Context: an optimization exercise on an open-source flow, tuned for small area and a short achievable clock period. The choices shown serve that exercise and are no tape-out recipe. Function was checked by simulation only, so behaviour that the tests miss may differ from the original. Power is estimated from default activity; no workload was simulated.

==> inputs of job 4114 <==
## mimo_zf_2x2
module mimo_zf_2x2 #(
    parameter DATA_W = 16,
    parameter FRAC   = 11
)(
    input  wire                     clk,
    input  wire                     rst_n,
    input  wire                     in_valid,
    input  wire signed [DATA_W-1:0] Y1_re, Y1_im,
    input  wire signed [DATA_W-1:0] Y2_re, Y2_im,
    input  wire signed [DATA_W-1:0] h00_re, h00_im,
    input  wire signed [DATA_W-1:0] h01_re, h01_im,
    input  wire signed [DATA_W-1:0] h10_re, h10_im,
    input  wire signed [DATA_W-1:0] h11_re, h11_im,
    output reg                      out_valid,
    output reg signed [DATA_W-1:0] X1_re, X1_im,
    output reg signed [DATA_W-1:0] X2_re, X2_im
);
Settings: LEC_CHECK=0, CAP_MARGIN=20, CORE_MARGIN=2, CORE_UTILIZATION=50, SLEW_MARGIN=20; clock period 13.0 ns.
standard.sh (not shown) runs the stock make flow with config.mk's settings and CLKGATE_MAP_FILE= SYNTH_SCRIPT=/design/flow/synth_recipe.tcl, a recipe that flattens the netlist after the stock synthesis.
==> flow/flow/run.sh <==
#!/bin/bash
# Standard synthesis, then fixinv.py re-chooses full-adder and xor phases to
# drop most inverters (logic unchanged, registers untouched), then the
# standard layout with buf_2 port buffers and repair_timing aiming below the
# clock period (SETUP_SLACK_MARGIN).
set -euo pipefail
R=$PWD/orfs/results/$FLOW_PLATFORM/mimo_zf_2x2/base
bash standard.sh synth > synth.log 2>&1
cp $R/1_2_yosys.v $R/1_2_yosys.std.v
python3 flow/fixinv.py $R/1_2_yosys.std.v $R/1_2_yosys.v > fixinv.log 2>&1
bash standard.sh SETUP_SLACK_MARGIN=$(cat flow/margin) \
  "BUFFER_PORTS_ARGS=-buffer_cell sky130_fd_sc_hd__buf_2" finish > layout.log 2>&1
==> flow/flow/margin <==
8.7
Other scripts of this flow, unchanged in this note and not shown: flow/flow/fixinv.py
==> job 4449: changes against job 4114 <==
--- a/flow/design.v
+++ b/flow/design.v
@@ -827,17 +827,21 @@
                 booth_enc[16 + k] = b2;
             end
         end
     endfunction
     reg [23:0] e1r, e1i, e2r, e2i;
-    reg [15:0] a00r, a00i, a01r, a01i, a10r, a10i, a11r, a11i;
+    reg [15:0] y1r, y1i, y2r, y2i;
+    reg [23:0] g10r, g10i, g11r, g11i;
+    reg [15:0] a00r, a00i, a01r, a01i;
     reg v1, v2, v3;
     always @(posedge clk) begin
         e1r <= booth_enc(Y1_re);  e1i <= booth_enc(Y1_im);
         e2r <= booth_enc(Y2_re);  e2i <= booth_enc(Y2_im);
         a00r <= h00_re; a00i <= h00_im; a01r <= h01_re; a01i <= h01_im;
-        a10r <= h10_re; a10i <= h10_im; a11r <= h11_re; a11i <= h11_im;
+        y1r <= Y1_re;  y1i <= Y1_im;  y2r <= Y2_re;  y2i <= Y2_im;
+        g10r <= booth_enc(h10_re);  g10i <= booth_enc(h10_im);
+        g11r <= booth_enc(h11_re);  g11i <= booth_enc(h11_im);
     end
     always @(posedge clk or negedge rst_n) begin
         if (!rst_n) begin
             v1 <= 1'b0;
             v2 <= 1'b0;
@@ -859,18 +863,18 @@
                  .eb_one(e1r[7:0]), .eb_two(e1r[15:8]), .eb_neg(e1r[23:16]),  .s0(c00i0), .s1(c00i1), .cy(k00i));
     zf_dot d01r (.a(a01r), .b(a01i), .ea_one(e2r[7:0]), .ea_two(e2r[15:8]), .ea_neg(e2r[23:16]),
                  .eb_one(e2i[7:0]), .eb_two(e2i[15:8]), .eb_neg(~e2i[23:16]), .s0(c01r0), .s1(c01r1), .cy(k01r));
     zf_dot d01i (.a(a01r), .b(a01i), .ea_one(e2i[7:0]), .ea_two(e2i[15:8]), .ea_neg(e2i[23:16]),
                  .eb_one(e2r[7:0]), .eb_two(e2r[15:8]), .eb_neg(e2r[23:16]),  .s0(c01i0), .s1(c01i1), .cy(k01i));
-    zf_dot d10r (.a(a10r), .b(a10i), .ea_one(e1r[7:0]), .ea_two(e1r[15:8]), .ea_neg(e1r[23:16]),
-                 .eb_one(e1i[7:0]), .eb_two(e1i[15:8]), .eb_neg(~e1i[23:16]), .s0(c10r0), .s1(c10r1), .cy(k10r));
-    zf_dot d10i (.a(a10r), .b(a10i), .ea_one(e1i[7:0]), .ea_two(e1i[15:8]), .ea_neg(e1i[23:16]),
-                 .eb_one(e1r[7:0]), .eb_two(e1r[15:8]), .eb_neg(e1r[23:16]),  .s0(c10i0), .s1(c10i1), .cy(k10i));
-    zf_dot d11r (.a(a11r), .b(a11i), .ea_one(e2r[7:0]), .ea_two(e2r[15:8]), .ea_neg(e2r[23:16]),
-                 .eb_one(e2i[7:0]), .eb_two(e2i[15:8]), .eb_neg(~e2i[23:16]), .s0(c11r0), .s1(c11r1), .cy(k11r));
-    zf_dot d11i (.a(a11r), .b(a11i), .ea_one(e2i[7:0]), .ea_two(e2i[15:8]), .ea_neg(e2i[23:16]),
-                 .eb_one(e2r[7:0]), .eb_two(e2r[15:8]), .eb_neg(e2r[23:16]),  .s0(c11i0), .s1(c11i1), .cy(k11i));
+    zf_dot d10r (.a(y1r), .b(y1i), .ea_one(g10r[7:0]), .ea_two(g10r[15:8]), .ea_neg(g10r[23:16]),
+                 .eb_one(g10i[7:0]), .eb_two(g10i[15:8]), .eb_neg(~g10i[23:16]), .s0(c10r0), .s1(c10r1), .cy(k10r));
+    zf_dot d10i (.a(y1i), .b(y1r), .ea_one(g10r[7:0]), .ea_two(g10r[15:8]), .ea_neg(g10r[23:16]),
+                 .eb_one(g10i[7:0]), .eb_two(g10i[15:8]), .eb_neg(g10i[23:16]),  .s0(c10i0), .s1(c10i1), .cy(k10i));
+    zf_dot d11r (.a(y2r), .b(y2i), .ea_one(g11r[7:0]), .ea_two(g11r[15:8]), .ea_neg(g11r[23:16]),
+                 .eb_one(g11i[7:0]), .eb_two(g11i[15:8]), .eb_neg(~g11i[23:16]), .s0(c11r0), .s1(c11r1), .cy(k11r));
+    zf_dot d11i (.a(y2i), .b(y2r), .ea_one(g11r[7:0]), .ea_two(g11r[15:8]), .ea_neg(g11r[23:16]),
+                 .eb_one(g11i[7:0]), .eb_two(g11i[15:8]), .eb_neg(g11i[23:16]),  .s0(c11i0), .s1(c11i1), .cy(k11i));
     reg [21:0] q00r0, q00r1, q00i0, q00i1, q01r0, q01r1, q01i0, q01i1;
     reg [21:0] q10r0, q10r1, q10i0, q10i1, q11r0, q11r1, q11i0, q11i1;
     reg j00r, j00i, j01r, j01i, j10r, j10i, j11r, j11i;
     always @(posedge clk) begin
         q00r0 <= c00r0; q00r1 <= c00r1; q00i0 <= c00i0; q00i1 <= c00i1;
==> flow/flow/margin (replaced) <==
8.6
Settings changed: CTS_CLUSTER_DIAMETER from default to 100, CTS_CLUSTER_SIZE from default to 20.
==> comparison table <==
quantity                                                         job 4114                 job 4449
Final non-clock buffer share                                        0.104                   0.0673
GR Util met1                                                        0.525                    0.480
Layout Nets                                                        13,300                   13,100
Cell seen most often among critical-path stages  sky130_fd_sc_hd__a21oi_1    sky130_fd_sc_hd__fa_1
Worst hold margin                                                  347 ps                   349 ps
Clock network contribution to total cell area                      0.0250                   0.0163
Ratio of total power to cell area                             291 nW/um^2              287 nW/um^2
Layout Area Growth over Synthesis                                   20.1%                    13.4%
Routed WL                                                      473,000 um               421,000 um
CLK BUF                                                               119                       72
Initial cell density of the core                                    0.504                    0.504
Maximum clock rate                                                231 MHz                  226 MHz
Vias after detailed routing                                        96,000                   90,400
Clock skew after layout                                           69.2 ps                  43.6 ps
Combined area of the multi-input logic cells                  89,800 um^2              89,400 um^2
Worst Path Max Fanout                                                  12                       32
Result of the run                                 complete, no violations  complete, no violations
Peak ir drop on the vdd network                                  0.219 mV                 0.251 mV
Worst reg2reg path startpoint                                    q11r1[0]                   y2r[4]
Average instance area after synthesis                           11.0 um^2                11.0 um^2
Post-route worst setup slack                                      8660 ps                  8570 ps
# Post-CTS Setup Buffers                                              260                      146
Worst setup path endpoint                                         p11r[8]                     j11i
Data arrival time of the worst path                               4910 ps                  5100 ps

static timing again, ports no longer ideal:
No port has a modelled driver above. Below, the same layouts with a new extraction and two added sets of constraints. Step 1 sets driving cells, clkbuf_16 on the clock port and buf_2 on the other inputs (assumed; they add their load-dependent delay and slew). Step 2 times the ports against the registers' clock, not the clock port: input delays grow and output delays shrink by t, the midpoint of the rising clock arrivals with the driver on. Slacks: ideal / step 1 / step 2; pairs: ideal / step 1.
| run | t (ns) | setup WS [ns] | worst register clock-pin slew, ns | worst slew at a driven data input, ns |
|---|---|---|---|---|
| job 4114 | 0.869 | 8.663 / 8.663 / 8.663 | 0.08 / 0.08 | 0.07 |
| job 4449 | 0.879 | 8.570 / 8.570 / 8.570 | 0.10 / 0.10 | 0.20 |
After both steps setup and hold are still met in every run listed.
